Source: an optimization exercise on an open RTL-to-GDS flow (aim: small area). Production flows keep margins and buffers that such runs may drop.
Function was checked by simulation only, so behaviour that the tests miss may differ from the original.
Power is estimated from default activity; no workload was simulated.

$ cat design/flow/flow/run.sh
#!/bin/bash
# The standard flow, with 1x buffers on the ports and a clock tree of larger
# sink clusters without dummy loads.
set -euo pipefail
bash standard.sh synth > synth.log 2>&1
bash standard.sh \
  "BUFFER_PORTS_ARGS=-buffer_cell sky130_fd_sc_hd__buf_1" \
  "CTS_ARGS=-sink_clustering_enable -repair_clock_nets -dont_use_dummy_load -buf_list {sky130_fd_sc_hd__clkbuf_4 sky130_fd_sc_hd__clkbuf_8} -sink_clustering_size 14 -sink_clustering_max_diameter 32" \
  finish > finish.log 2>&1
$ cat design/flow/standard.sh
#!/bin/bash
# synth_recipe.tcl (not shown) runs the flow's synth.tcl, then flattens the netlist and writes it again
# the make line also repeats each setting of config.mk as NAME=value (left out here)
make -C /OpenROAD-flow-scripts/flow DESIGN_CONFIG=/design/flow/config.mk WORK_HOME=/design/flow/orfs CLKGATE_MAP_FILE= SYNTH_SCRIPT=/design/flow/synth_recipe.tcl "${@:-finish}"
$ cat design/flow/config.mk
export PLATFORM = sky130hd
export DESIGN_NAME = QA
export DESIGN_NICKNAME = QA
export VERILOG_FILES = /design/flow/design.v
export SDC_FILE = /design/flow/constraint.sdc
export NUM_CORES = 4
export LEC_CHECK = 0
export CAP_MARGIN = 20
export CORE_MARGIN = 2
export CORE_UTILIZATION = 65
export SLEW_MARGIN = 20
$ cat design/flow/constraint.sdc
create_clock -name core_clock -period 6.0 [get_ports {clk}]
set_input_delay 1.2000 -clock core_clock [delete_from_list [all_inputs] [get_ports {clk}]]
set_output_delay 1.2000 -clock core_clock [all_outputs]
set_load 0.01 [all_outputs]
$ cat design/flow/design.v
`timescale 1ns / 1ps
module QA(
    input wire clk, rst,
    input wire [31:0] Q0_A, Q1_A, Q2_A, Q3_A,
    input wire [31:0] Q0_B, Q1_B, Q2_B, Q3_B,
    input wire [31:0] R,
    input wire [1:0] A_A, Amax_A, A_B, Amax_B,
    input wire [2:0] alpha, gamma,
    output wire [31:0] Qnew_A, Qnew_B
    );
    qa_agent agA(.clk(clk), .Q0(Q0_A), .Q1(Q1_A), .Q2(Q2_A), .Q3(Q3_A),
                 .A(A_A), .Amax(Amax_A), .R(R), .alpha(alpha), .gamma(gamma),
                 .Qnew(Qnew_A));
    qa_agent agB(.clk(clk), .Q0(Q0_B), .Q1(Q1_B), .Q2(Q2_B), .Q3(Q3_B),
                 .A(A_B), .Amax(Amax_B), .R(R), .alpha(alpha), .gamma(gamma),
                 .Qnew(Qnew_B));
endmodule
module qa_agent(
    input wire clk,
    input wire [31:0] Q0, Q1, Q2, Q3,
    input wire [1:0] A, Amax,
    input wire [31:0] R,
    input wire [2:0] alpha, gamma,
    output reg [31:0] Qnew
    );
    reg [31:0] q0, q1, q2, q3;
    reg [31:0] qsel1, qsel2, qsel3, qsel4;
    reg [1:0]  amax1;
    reg [31:1] tdn3, tdn4;    
    reg [31:0] res5;
    wire [31:0] qsel = (A == 2'd0) ? q0 : (A == 2'd1) ? q1 : (A == 2'd2) ? q2 : q3;
    wire [31:0] qmax = (amax1 == 2'd0) ? q0 : (amax1 == 2'd1) ? q1 : (amax1 == 2'd2) ? q2 : q3;
    wire [31:0] gp1, gp0;
    wire [1:0]  gb;
    mul_pp mg(.x(qmax), .c(gamma), .pp1(gp1), .pp0(gp0), .b(gb));
    wire [31:0] s1, c1, s2, c2;
    csa3 r1(.x(~R), .y(qsel2), .z(~gp0), .s(s1), .c(c1));
    csa3 r2(.x(~gp1), .y(s1), .z({c1[30:0], 1'b0}), .s(s2), .c(c2));
    wire [31:0] tdn;
    cpa ad(.a(s2), .b({c2[30:0], ~gb[0]}), .ci(~gb[1]), .s(tdn));
    wire [31:0] tdx = {~tdn4, 1'b0};   
    wire [31:0] ap1, ap0;
    wire [1:0]  ab;
    mul_pp ma(.x(tdx), .c(alpha), .pp1(ap1), .pp0(ap0), .b(ab));
    wire [31:0] s3, c3;
    csa3 r3(.x(qsel4), .y(ap1), .z(ap0), .s(s3), .c(c3));
    wire [31:0] res;
    cpa ar(.a(s3), .b({c3[30:0], ab[0]}), .ci(ab[1]), .s(res));
    always @(posedge clk) begin
        q0 <= Q0; q1 <= Q1; q2 <= Q2; q3 <= Q3;
        qsel1 <= qsel;
        qsel2 <= qsel1;
        amax1 <= Amax;
        tdn3  <= tdn[31:1];
        qsel3 <= qsel2;
        tdn4  <= tdn3;
        qsel4 <= qsel3;
        res5  <= res;
        Qnew  <= res5;
    end
endmodule
module mul_pp(
    input wire [31:0] x,
    input wire [2:0] c,
    output wire [31:0] pp1, pp0,
    output wire [1:0] b
    );
    wire d1one = c[2] ^ c[1];
    wire d1two = c[2] & c[1];
    wire one = c[0];
    wire two = c[1] & ~c[0];
    wire neg = c[1];
    wire [31:0] h  = {{3{x[31]}}, x[31:3]};
    wire [31:0] h2 = {{2{x[31]}}, x[31:3], 1'b0};
    wire [31:0] xs1 = {x[31], x[31:2], 1'b0};
    wire [31:0] xs0 = {x[31:2], 2'b00};
    assign pp1 = ({32{d1one}} & xs1) | ({32{d1two}} & xs0);
    assign pp0 = (({32{one}} & h) | ({32{two}} & h2)) ^ {32{neg}};
    assign b = {c[2] & x[1], c[1] & ~x[2]};
endmodule
module csa3(
    input wire [31:0] x, y, z,
    output wire [31:0] s, c
    );
    assign s = x ^ y ^ z;
    assign c = (x & y) | (x & z) | (y & z);
endmodule
module cpa(
    input wire [31:0] a, b,
    input wire ci,
    output wire [31:0] s
    );
    wire [31:0] p0 = a ^ b;
    wire [31:0] g0 = {a[31:1] & b[31:1], (a[0] & b[0]) | (p0[0] & ci)};
    wire [31:0] g1, p1, g2, p2, g3, p3, g4, p4, g5, p5;
    sk_level #(.L(0)) l0(.gi(g0), .pi(p0), .go(g1), .po(p1));
    sk_level #(.L(1)) l1(.gi(g1), .pi(p1), .go(g2), .po(p2));
    sk_level #(.L(2)) l2(.gi(g2), .pi(p2), .go(g3), .po(p3));
    sk_level #(.L(3)) l3(.gi(g3), .pi(p3), .go(g4), .po(p4));
    sk_level #(.L(4)) l4(.gi(g4), .pi(p4), .go(g5), .po(p5));
    assign s = p0 ^ {g5[30:0], ci};
endmodule
module sk_level #(parameter L = 0) (
    input wire [31:0] gi, pi,
    output wire [31:0] go, po
    );
    genvar i;
    generate
        for (i = 0; i < 32; i = i + 1) begin : bt
            if (((i >> L) & 1) == 1) begin : m
                assign go[i] = gi[i] | (pi[i] & gi[((i >> L) << L) - 1]);
                assign po[i] = pi[i] & pi[((i >> L) << L) - 1];
            end else begin : k
                assign go[i] = gi[i];
                assign po[i] = pi[i];
            end
        end
    endgenerate
endmodule
==> flow_summary.ini, run 1 <==
[die]
initial_core_util = 0.6608
die_w_microns = 222.0
io_pins = 368
dieArea_sq_um = 49290
row_count = 79
die_h_microns = 222.0
core-area_sq_um = 46750

[grt]
grt_pass1_vias = 19170
grt_overflow = 0
grt_max_degree = 64
antenna_found_initial = 6
track_usage = 0.2907
grt_pass1_wl_microns = 108400

[detailed_routing]
drc_errors = 0
wl_per_cell_microns = 20.84
ant_nets = 0
routed-via-count = 18940
viasPerCell = 5.574
drt_iter0_drc = 1410
drt-total-wl_microns = 70810
first_pass_iters = 5

[synth]
synth_cells = 2386
synth_edf_count = 0
synth-compound-area-share = 0.09533
ys_seq_area_frac = 0.4976
synth.avg_cell_area_sq_um = 12.95
synthAdderAreaFrac = 0.1816
synthFlopType = dfxtp_1
synth-seq-cells = 768
syn_nets = 3016
synthXorXnorAreaFrac = 0.06237
synth-simple-area-share = 0.03491
yosys_warnings = 1
synth_top_family_by_area = adder cells
netlist_area_sq_um = 30900
ys_types = 57
async_reset_ff_frac = 0
synthMuxAreaShare = 0.09258

[place]
dp_hpwl_microns = 56790
io_buffers = 366
pre_cts_slack_ps = 415.6
placed_area_sq_um = 32990
gp_congestion = 0.9279
placed_cells = 3297

[sta]
slew_headroom = 0.3444
slew_viol_final = 0
tightest_slew_ps = 983.4
rsz0062_at_grt = no
setup_viol = 0
period_needed_ps = 5285
final.setup.worst_slack_ps = 714.6
timing.final.crit_share = 0.8809
hold_violations = 0
finClkSkew_ps = 77.17
clock.fmax_mhz = 189.2
finalSetupTns_ps = 0

[worst_setup_path]
criticalPathCategory = flop to flop
cp-start-kind = flop
arrival_ps = 5820
crit_required_ps = 6540
critPathMaxFanout = 16
endpoint_kind = flop

[pwr]
power_density_nw_per_um2 = 512.3
ir_drop_mv = 0.2682
leakage_nw = 14.42

[job]
max_cap_viol_count = 0

[clocking]
cts_sinks = 768
cts_tree = done
cts_max_level = 3
cts_hold_buf = 0
clk_pin_slew_worst_paths_ps = 80
clock_path_buffers = 3
clkLatencyLatePin_ps = 670
cts_buffers = 95
root_buffer = clkbuf_8
cts_resized = 0
postCtsSetupRepairBufs = 0

[cells_and_area]
areaGrowthSynthToFinish_pct = 11.05
mostFrequentLayoutCell = dfxtp_1
fin_area_sq_um = 34310
final_cell_mix = 766 x dfxtp_1, 360 x buf_1, 204 x fa_1
fin_cells = 3397
drive_gt1_frac = 0.09946
fin_nets = 3417
fin_util = 0.7338

[hold_path]
hp-class = flop to flop

[run_status]
status = complete, no violations
[critical path, cell delays in order, from the launching register on]
cell	delay [ps]
dfxtp_2	680
buf_4	340
mux4_2	610
xor2_1	170
nand2_1	70
o21ai_0	140
fa_1	420
fa_1	550
inv_1	40
ha_1	340
a21o_1	210
a21oi_1	210
nor2b_1	70
or3_1	420
o211ai_2	240
a21oi_2	90
or2_1	250
a311o_1	310
[metal layers]
| layer | global-route usage | vias up | share of wire |
|---|---|---|---|
| met5 | 0 | - | 0 |
| met4 | 0.1140 | 0 | 0.030 |
| met3 | 0.05142 | 102 | 0.071 |
| met2 | 0.4249 | 867 | 0.43 |
| met1 | 0.4346 | 9032 | 0.47 |
| li1 | - | 8934 | - |
[worst paths after layout]
kind,startpoint,endpoint,slack [ps],depth (start not counted)
setup / recovery,agA.amax1[0],agA.tdn3[31],710,17
setup reg to reg,agA.amax1[0],agA.tdn3[31],710,17
hold / removal,agA.qsel3[7],agA.qsel4[7],280,0
hold reg to reg,agA.qsel3[7],agA.qsel4[7],280,0
[logic make-up (layout without fill, tap and decap cells)]
logic type,count (synthesis),count (layout)
flip-flops,768,768
AO/OA/AOI/OAI,426,426
adder cells (fa/ha/maj),326,326
buffers and inverters,291,690
AND/OR/NAND/NOR,227,227
XOR/XNOR,220,220
multiplexers,128,128
other,0,5
[synth_stat cells (16+ instances only)]
library cell | count | area (sq um)
a21o_1 | 30 | 225.2
a21oi_1 | 88 | 440.4
a22o_1 | 86 | 753.2
a22oi_1 | 28 | 210.2
buf_1 | 20 | 75.07
clkbuf_1 | 66 | 247.7
dfxtp_1 | 768 | 15370
fa_1 | 204 | 4084
ha_1 | 122 | 1526
inv_1 | 199 | 747.0
mux4_2 | 126 | 2838
nand2_1 | 80 | 300.3
nand2b_1 | 20 | 125.1
nor2_1 | 50 | 187.7
nor2b_1 | 16 | 100.1
o21ai_0 | 64 | 320.3
o22ai_1 | 59 | 369.1
xnor2_1 | 129 | 1130
xor2_1 | 91 | 797.0
[stage by stage]
stage | hold slack (ps) | total power [W]
final | 275.1 | 0.01758
after global routing | 279.6 | 0.01892
after CTS | 278.7 | 0.01763
after detailed placement | 312.1 | 0.01470
after global placement | 309.6 | 0.01439
after floorplan | 309.6 | 0.01280
[area by class of cell]
class / instances / area (sq um)
Antenna cell: 5 / 12.51
Clock buffer: 95 / 1308
Fill cell: 3069 / 12440
Inverter: 199 / 747.0
Multi-Input combinational cell: 1327 / 14430
Sequential cell: 768 / 15380
Tap cell: 607 / 759.5
Timing Repair Buffer: 396 / 1674
[power by group]
part	leakage [nW]	internal [W]	switching, W
Combinational	7.25	0.00350	0.00410
Sequential	6.48	0.00644	0.000607
Clock	0.683	0.00139	0.00154
==> run 2: changes to the inputs <==
==> design/flow/flow/run.sh (replaced) <==
#!/bin/bash
# The standard flow, with 1x buffers on the ports and a clock tree of larger
# sink clusters without dummy loads.
set -euo pipefail
bash standard.sh synth > synth.log 2>&1
bash standard.sh \
  "BUFFER_PORTS_ARGS=-buffer_cell sky130_fd_sc_hd__buf_1" \
  "CTS_ARGS=-sink_clustering_enable -repair_clock_nets -dont_use_dummy_load -buf_list sky130_fd_sc_hd__clkbuf_4 -sink_clustering_size 12 -sink_clustering_max_diameter 30" \
  finish > finish.log 2>&1
--- a/design/flow/config.mk
+++ b/design/flow/config.mk
@@ -9,3 +9,3 @@
 export CORE_MARGIN = 2
-export CORE_UTILIZATION = 65
+export CORE_UTILIZATION = 55
 export SLEW_MARGIN = 20
==> flow_summary.ini, run 2 <==
[run_status]
status = complete, no violations

[synth]
ys_types = 57
synth.avg_cell_area_sq_um = 12.95
async_reset_ff_frac = 0
yosys_warnings = 1
synth_most_common_cell = dfxtp_1
synth_top_cell_by_area = dfxtp_1
ys_top_cells_by_count = 768 x dfxtp_1, 204 x fa_1, 199 x inv_1
synth_top_area_share = 0.4976
synth_edf_count = 0
yosys-top-cells-area = dfxtp_1 50%, fa_1 13%, mux4_2 9.2%
synth-seq-cells = 768
netlist_area_sq_um = 30900
ys_seq_area_frac = 0.4976
synthFlopType = dfxtp_1
synth_cells = 2386
syn_nets = 3016

[worst_setup_path]
slowest_delay_ps = 700
cp.buffers_inverters = 2
slowest_stage = dfxtp_2
arrival_ps = 5890
criticalPathCategory = flop to flop
endpoint_kind = flop
cp-start-kind = flop
worst_path_dominant_cell_family = compound AO/OA/AOI/OAI gates
cp_cell_sequence = buf_4 -> buf_4 -> mux4_2 -> xor2_1 -> a21oi_1 -> fa_1 -> fa_1 -> ha_1 -> a21o_1 -> a21oi_1 -> nor2b_1 -> a221oi_1 -> a21oi_1 -> or2_1 -> a311o_1
crit_required_ps = 6640
cpMostUsedCell = a21oi_1
critPathMaxFanout = 15

[clocking]
root_buffer = clkbuf_4
clock_path_buffers = 3
postCtsSetupRepairBufs = 0
cts_resized = 0
cts_sinks = 768
cts_buffers = 107
cts_max_level = 3
cts_hold_buf = 0
clk_pin_slew_worst_paths_ps = 80
cts_tree = done
clkLatencyLatePin_ps = 880

[detailed_routing]
drc_errors = 0
first_pass_iters = 5
viasPerCell = 5.188
routed-via-count = 18420
drt-total-wl_microns = 70920
drt_iter0_drc = 1181
wl_per_cell_microns = 19.97
ant_nets = 0

[cells_and_area]
areaGrowthSynthToFinish_pct = 10.03
mostFrequentLayoutCell = dfxtp_1
fin_area_sq_um = 34000
drive_gt1_frac = 0.1043
final_cell_mix = 766 x dfxtp_1, 359 x buf_1, 204 x fa_1
fin_nets = 3431
fin_util = 0.6147

[grt]
track_usage = 0.2465
grt_pass1_vias = 18410
antenna_found_initial = 12
grt_overflow = 0
grt_max_degree = 70
grt_pass1_wl_microns = 106200

[sta]
clock.fmax_mhz = 190.5
finalSetupTns_ps = 0
hold_violations = 0
period_needed_ps = 5249
setup_viol = 0
slew_headroom = 0.3626
final.setup.worst_slack_ps = 750.6
tightest_slew_ps = 956.1
rsz0062_at_grt = no
timing.final.crit_share = 0.8749
slew_viol_final = 0
finClkSkew_ps = 163.3

[die]
core-area_sq_um = 55310
initial_core_util = 0.5586
io_pins = 368
dieArea_sq_um = 58090
die_w_microns = 241.0
row_count = 86
die_h_microns = 241.0

[pwr]
power_density_nw_per_um2 = 495.4
swShare = 0.3611
p_seq_frac = 0.418
pwr-share-comb = 0.447
power_switching_w = 0.006081
leakage_nw = 14.24
total_power_w = 0.01684
ir_drop_mv = 0.2474
clockPowerShare = 0.135
intPower_w = 0.01076

[place]
placed_area_sq_um = 33180
pre_cts_slack_ps = 518.5
gp_congestion = 0.8854
dp_hpwl_microns = 58250
io_buffers = 366

[hold_path]
hp-class = flop to flop

[job]
max_cap_viol_count = 0
==> run 2: cell types whose count changed in the layout (fill, tap and decap cells not counted) <==
cell      delta
buf_4        +2
clkbuf_2     +1
diode_2      -1
buf_1        -1
clkbuf_8    -95
clkbuf_4   +107
==> run 2: cell type report <==
class	instances	area, sq um
antenna	4	10.01
clock buffer	107	803.3
fill	4565	21310
inverter	199	747.0
multi-input combinational	1327	14430
sequential	768	15380
tap	748	935.9
timing repair buffer	398	1690
==> run 2: path summary, 6_finish.rpt <==
kind | from | end | slack [ps] | depth (start not counted)
min | agB.qsel1[19] | agB.qsel2[19] | 250 | 0
max reg2reg | agB.amax1[0] | agB.tdn3[31] | 750 | 15
max | agB.amax1[0] | agB.tdn3[31] | 750 | 15
min reg2reg | agB.qsel1[19] | agB.qsel2[19] | 250 | 0
==> run 2: kinds of logic (layout without fill, tap and decap cells) <==
family          Yosys count  count (layout)  share of synthesized area
compound gates          426             426                    0.09533
xor+xnor                220             220                    0.06237
fa+ha+maj               326             326                     0.1816
buf+inv                 291             704                    0.03560
flops                   768             768                     0.4976
mux                     128             128                    0.09258
other cells               0               4                          0
simple gates            227             227                    0.03491
==> run 2: power by group through the flow <==
| stage | Combinational (W) | Clock [W] | Sequential [W] |
|---|---|---|---|
| final | 0.00753 | 0.00227 | 0.00704 |
| after global routing | 0.00855 | 0.00256 | 0.00718 |
| after CTS | 0.00757 | 0.00238 | 0.00704 |
| after detailed placement | 0.00753 | 0 | 0.00717 |
| after global placement | 0.00736 | 0 | 0.00713 |
| after floorplan | 0.00574 | 0 | 0.00705 |
==> run 2: metal layers <==
layer | GRT usage | part of all wire | up-vias
met5 | 0 | 0.0018 | -
met4 | 0.08268 | 0.027 | 18
met3 | 0.05936 | 0.068 | 103
met2 | 0.3416 | 0.41 | 644
met1 | 0.3773 | 0.50 | 8653
li1 | - | - | 9004
==> run 2: per-stage QoR <==
step,hold slack (ps),cells
global placement,309.7,3440
CTS,249.3,3547
detailed placement,312.1,3440
finish,253.3,3551
floorplan,309.6,2386
global route,250.4,3549
==> run 3: changes to the inputs <==
--- a/design/flow/config.mk
+++ b/design/flow/config.mk
@@ -9,3 +9,3 @@
 export CORE_MARGIN = 2
-export CORE_UTILIZATION = 55
+export CORE_UTILIZATION = 60
 export SLEW_MARGIN = 20
==> flow_summary.ini, run 3 <==
[clocking]
cts_hold_buf = 0
cts_max_level = 3
cts_resized = 0
clk_pin_slew_worst_paths_ps = 120
cts_tree = done
postCtsSetupRepairBufs = 0
clock_path_buffers = 3
clkLatencyLatePin_ps = 880
root_buffer = clkbuf_4
cts_sinks = 768
cts_buffers = 104

[synth]
synth_top_cell_by_area = dfxtp_1
synth_top_area_share = 0.4976
synth-seq-cells = 768
synth_edf_count = 0
ys_seq_area_frac = 0.4976
yosys_warnings = 1
ys_types = 57
async_reset_ff_frac = 0
netlist_area_sq_um = 30900
synth.avg_cell_area_sq_um = 12.95
ys_top_cells_by_count = 768 x dfxtp_1, 204 x fa_1, 199 x inv_1
synthFlopType = dfxtp_1
synth_most_common_cell = dfxtp_1
syn_nets = 3016
yosys-top-cells-area = dfxtp_1 50%, fa_1 13%, mux4_2 9.2%
synth_cells = 2386

[job]
max_cap_viol_count = 0

[worst_setup_path]
reg2reg_depth = 15
cpMostUsedCell = a21oi_1
cp-startpoint = agB.amax1[0]
slowest_stage = dfxtp_2
critPathMaxFanout = 17
reg2reg_from = agB.amax1[0]
r2r_end = agB.tdn3[31]
arrival_ps = 6170
endpoint = agB.tdn3[31]
slowest_delay_ps = 770
crit_required_ps = 6670
criticalPathCategory = flop to flop
endpoint_kind = flop
ff2ff_setup_slack_ps = 500
cp-start-kind = flop
cp_cell_sequence = buf_4 -> mux4_2 -> xor2_1 -> a21oi_1 -> fa_1 -> fa_1 -> ha_1 -> a21o_1 -> a21o_1 -> a21oi_1 -> nor2b_1 -> a221oi_1 -> a21oi_1 -> or2_1 -> a311o_1

[sta]
period_needed_ps = 5496
finalSetupTns_ps = 0
rsz0062_at_grt = no
slew_viol_final = 0
hold_violations = 0
setup_viol = 0
finClkSkew_ps = 105.7
timing.final.crit_share = 0.9161
slew_headroom = 0.3933
clock.fmax_mhz = 181.9
worst_hold_slack_ps = 262.3
tightest_slew_ps = 910.1

[hold_path]
hp-class = flop to flop

[grt]
grt_pass1_wl_microns = 106500
track_usage = 0.2665
grt_max_degree = 61
grt_overflow = 0
grt_pass1_vias = 18830
antenna_found_initial = 4

[pwr]
power_density_nw_per_um2 = 496.5
leakage_nw = 14.19
total_power_w = 0.01680
ir_drop_mv = 0.2123

[cells_and_area]
fin_area_sq_um = 33830
drive_gt1_frac = 0.1021
mostFrequentLayoutCell = dfxtp_1
final_cell_mix = 766 x dfxtp_1, 358 x buf_1, 204 x fa_1
areaGrowthSynthToFinish_pct = 9.484
fin_nets = 3423

[place]
io_buffers = 366
dp_hpwl_microns = 57330
placed_area_sq_um = 33040
gp_congestion = 0.9087

[detailed_routing]
wl_per_cell_microns = 20.24
drc_errors = 0
ant_nets = 0
viasPerCell = 5.405
drt_iter0_drc = 1177
first_pass_iters = 5
drt-total-wl_microns = 70340
routed-via-count = 18780

[die]
io_pins = 368
row_count = 83
core-area_sq_um = 51090
dieArea_sq_um = 53320
initial_core_util = 0.6047
die_h_microns = 230.9
die_w_microns = 230.9

[run_status]
status = complete, no violations
## run 3: area by class of cell
class,instances,area [sq um]
Multi-Input combinational cell,1327,14430
Fill cell,3903,17270
Inverter,199,747.0
Clock buffer,104,780.7
Tap cell,680,850.8
Timing Repair Buffer,393,1629
Sequential cell,768,15380
Antenna cell,4,10.01
## run 3: worst min path at each step
| stage | cells after the start | to | start | slack (ps) |
|---|---|---|---|---|
| after global routing | 0 | agA.qsel4[5] | agA.qsel3[5] | 260 |
| after CTS | 0 | agA.qsel4[5] | agA.qsel3[5] | 270 |
| after floorplan | 0 | agA.Qnew[0] | agA.res5[0] | 310 |
| after global placement | 0 | agB.Qnew[23] | agB.res5[23] | 310 |
| after detailed placement | 0 | agA.Qnew[17] | agA.res5[17] | 310 |
| final | 0 | agA.qsel4[5] | agA.qsel3[5] | 260 |
## run 3: worst max-delay path, delay by kind of cell (launching register included)
family / cells / cell delay [ps]
muxes: 1 / 610
buffers and inverters: 1 / 350
and+or+nand+nor: 2 / 350
DFF: 1 / 770
adders and majority gates: 3 / 1310
xor gates and xnor gates: 1 / 170
AOI/OAI and AO/OA: 7 / 1740
## run 3: kinds of logic after synthesis
group | after synthesis | synth area share
compound gates | 426 | 0.09533
xor+xnor | 220 | 0.06237
fa+ha+maj | 326 | 0.1816
buf+inv | 291 | 0.03560
flops | 768 | 0.4976
mux | 128 | 0.09258
simple gates | 227 | 0.03491
## run 3: metal layers
layer,vias up,share of wire,GRT usage
met5,-,0.00020,0
met4,2,0.037,0.1127
met3,114,0.071,0.05250
met2,770,0.41,0.3730
met1,8907,0.48,0.4042
li1,8988,-,-
## run 3: power breakdown
group          internal [W]  leakage (nW)  total (W)  switching (W)
Sequential          0.00643          6.48    0.00706       0.000623
Combinational       0.00350          7.23    0.00751        0.00401
Clock              0.000789         0.479    0.00223        0.00144
Total                0.0107          14.2     0.0168        0.00607
## run 3: stage by stage
| stage | utilization | worst slack (ps) | cells |
|---|---|---|---|
| after CTS | 0.6618 | 527.9 | 3471 |
| after floorplan | - | 605.0 | 2386 |
| after global routing | 0.6620 | 178.8 | 3474 |
| final | 0.6620 | 503.6 | 3475 |
| after global placement | 0.6466 | 491.1 | 3367 |
| after detailed placement | 0.6466 | 444.6 | 3367 |
==> run 4: changes to the inputs <==
--- a/design/flow/config.mk
+++ b/design/flow/config.mk
@@ -9,3 +9,3 @@
 export CORE_MARGIN = 2
-export CORE_UTILIZATION = 60
+export CORE_UTILIZATION = 65
 export SLEW_MARGIN = 20
==> flow_summary.ini, run 4 <==
[run_status]
status = complete, no violations

[synth]
synthXorXnorAreaFrac = 0.06237
async_reset_ff_frac = 0
synthMuxAreaShare = 0.09258
synth_most_common_cell = dfxtp_1
synth.avg_cell_area_sq_um = 12.95
synthFlopType = dfxtp_1
synth_cells = 2386
ys_types = 57
synth-seq-cells = 768
synth_edf_count = 0
ys_seq_area_frac = 0.4976
yosys-top-cells-area = dfxtp_1 50%, fa_1 13%, mux4_2 9.2%
syn_nets = 3016
synth-simple-area-share = 0.03491
synth_top_area_share = 0.4976
synth-compound-area-share = 0.09533
netlist_area_sq_um = 30900
synthAdderAreaFrac = 0.1816
synth_top_family_by_area = adder cells
synth_top_cell_by_area = dfxtp_1
yosys_warnings = 1
ys_top_cells_by_count = 768 x dfxtp_1, 204 x fa_1, 199 x inv_1

[cells_and_area]
regArea_sq_um = 15380
drive_gt1_frac = 0.1011
fin_area_sq_um = 33750
multi_input_area_sq_um = 14430
mostFrequentLayoutCell = dfxtp_1
final_cell_mix = 766 x dfxtp_1, 360 x buf_1, 204 x fa_1
fin_nets = 3422
fin_cells = 3400
areaGrowthSynthToFinish_pct = 9.229
nFillCells = 3196

[pwr]
clockPowerShare = 0.130
intPower_w = 0.01069
power_switching_w = 0.006134
swShare = 0.3646
pwr-share-comb = 0.451
power_density_nw_per_um2 = 498.5
leakage_nw = 14.19
ir_drop_mv = 0.2439
p_seq_frac = 0.418

[place]
placed_area_sq_um = 32990
placed_cells = 3297
dp_hpwl_microns = 56790
io_buffers = 366
gp_congestion = 0.9279

[hold_path]
hp-class = flop to flop

[sta]
clock.fmax_mhz = 187.0
hold_violations = 0
finalSetupTns_ps = 0
timing.final.crit_share = 0.8910
finClkSkew_ps = 86.55
setup_viol = 0
slew_viol_final = 0
rsz0062_at_grt = no
slew_headroom = 0.3403
tightest_slew_ps = 989.6
period_needed_ps = 5346

[grt]
grt_max_degree = 64
track_usage = 0.2855
antenna_found_initial = 4
grt_pass1_vias = 18940
grt_pass1_wl_microns = 106500
grt_overflow = 0

[die]
io_pins = 368
die_h_microns = 222.0
dieArea_sq_um = 49290
die_w_microns = 222.0
row_count = 79
initial_core_util = 0.6608
core-area_sq_um = 46750

[worst_setup_path]
cp_cell_sequence = buf_12 -> mux4_2 -> xor2_1 -> nand2_1 -> o21ai_0 -> fa_1 -> fa_1 -> inv_1 -> ha_1 -> a21o_1 -> a21o_1 -> a221oi_1 -> nand2b_1 -> a2111o_1 -> a21oi_1 -> or2_1 -> a311o_1
cp-start-kind = flop
slowest_stage = dfxtp_2
worst_path_dominant_cell_family = compound AO/OA/AOI/OAI gates
crit_required_ps = 6640
cp.buffers_inverters = 2
endpoint_kind = flop
critPathMaxFanout = 16
slowest_delay_ps = 710
criticalPathCategory = flop to flop
arrival_ps = 5980

[clocking]
cts_buffers = 100
cts_hold_buf = 0
clock_path_buffers = 3
clk_pin_slew_worst_paths_ps = 110
cts_max_level = 3
cts_tree = done
postCtsSetupRepairBufs = 0
root_buffer = clkbuf_4
cts_resized = 0
clkLatencyLatePin_ps = 840
cts_sinks = 768

[detailed_routing]
viasPerCell = 5.529
wl_per_cell_microns = 20.50
drt_iter0_drc = 1585
drc_errors = 0
first_pass_iters = 5
ant_nets = 0
drt-total-wl_microns = 69710
routed-via-count = 18800

[job]
max_cap_viol_count = 0
-- run 4: cell types whose count changed in the layout (fill, tap and decap cells not counted), sizes merged --
cell    delta
clkbuf     -6
buf        +5
diode      -1
-- run 4: cells by family after synthesis --
group	after synthesis
mux	128
simple gates	227
xor+xnor	220
compound gates	426
fa+ha+maj	326
buf+inv	291
flops	768
-- run 4: path summary, 6_finish.rpt --
path                      from           end  slack [ps]  cells past startpoint
setup / recovery  agB.amax1[0]  agB.tdn3[31]         650                     17
hold / removal    agA.qsel3[7]  agA.qsel4[7]         260                      0
setup reg to reg  agB.amax1[0]  agB.tdn3[31]         650                     17
hold reg to reg   agA.qsel3[7]  agA.qsel4[7]         260                      0
-- run 4: final cells by class --
cell class              count  share of cell area
diodes                      3           0.0002225
well taps                 607             0.02250
inverters                 199             0.02213
repair buffers            396             0.04961
clock buffers             100             0.02225
multi-input cells        1327              0.4276
flip-flops and latches    768              0.4557
-- run 4: per-layer routing --
layer	wire length, microns	GRT usage	vias to the layer above
li1	-	-	8971
met1	32920	0.4287	8912
met2	29550	0.4122	805
met3	4780	0.05235	109
met4	2450	0.1155	0
met5	0	0	-
-- run 4: metrics by stage --
stage | hold WS, ps | util | total power, W | setup slack, ps
after global routing | 250.5 | 0.7218 | 0.01817 | 338.4
after floorplan | 309.6 | - | 0.01280 | 605.0
after detailed placement | 312.1 | 0.7056 | 0.01470 | 415.6
final | 257.9 | 0.7218 | 0.01682 | 653.8
after CTS | 261.5 | 0.7217 | 0.01687 | 671.1
after global placement | 309.6 | 0.7056 | 0.01439 | 434.0
-- run 4: power by group through the flow --
stage	Combinational [W]	Sequential [W]	Clock, W
final	0.00759	0.00703	0.00219
after global routing	0.00854	0.00714	0.00248
after CTS	0.00758	0.00703	0.00226
after detailed placement	0.00754	0.00715	0
after global placement	0.00729	0.00710	0
after floorplan	0.00574	0.00705	0

port drivers added, routing unchanged:
In the flow no input, the clock included, has a driving cell. The finished layouts below were timed again as built, in two steps.
Step 1: set_driving_cell puts a clkbuf_16 on clk and a buf_2 on each other input, an assumption about the parent block.
Step 2, shift: input delay + t, output delay - t, t = (earliest + latest rising clock arrival at the registers) / 2. This alone moves slack from input paths to output paths.
a / b / c = no drivers / after step 1 / after step 2; a / b = the first two.
| run | t, ns | setup WS [ns] | hold slack, ns | worst slew at a driven data input, ns | pins driven straight from the clock port |
|---|---|---|---|---|---|
| run 1 | 0.680 | 0.715 / 0.715 / 0.316 | 0.275 / 0.275 / 0.275 | 0.10 | 1 |
| run 2 | 0.854 | 0.751 / 0.751 / 0.413 | 0.253 / 0.253 / 0.253 | 0.08 | 1 |
| run 3 | 0.872 | 0.504 / 0.504 / 0.383 | 0.262 / 0.262 / 0.262 | 0.11 | 1 |
| run 4 | 0.848 | 0.654 / 0.654 / 0.313 | 0.258 / 0.258 / 0.258 | 0.09 | 1 |
After both steps every run listed still meets setup and hold. The setup slack of run 1, which loses most, moves by 0.000 ns with the drivers and by -0.399 ns with both steps.
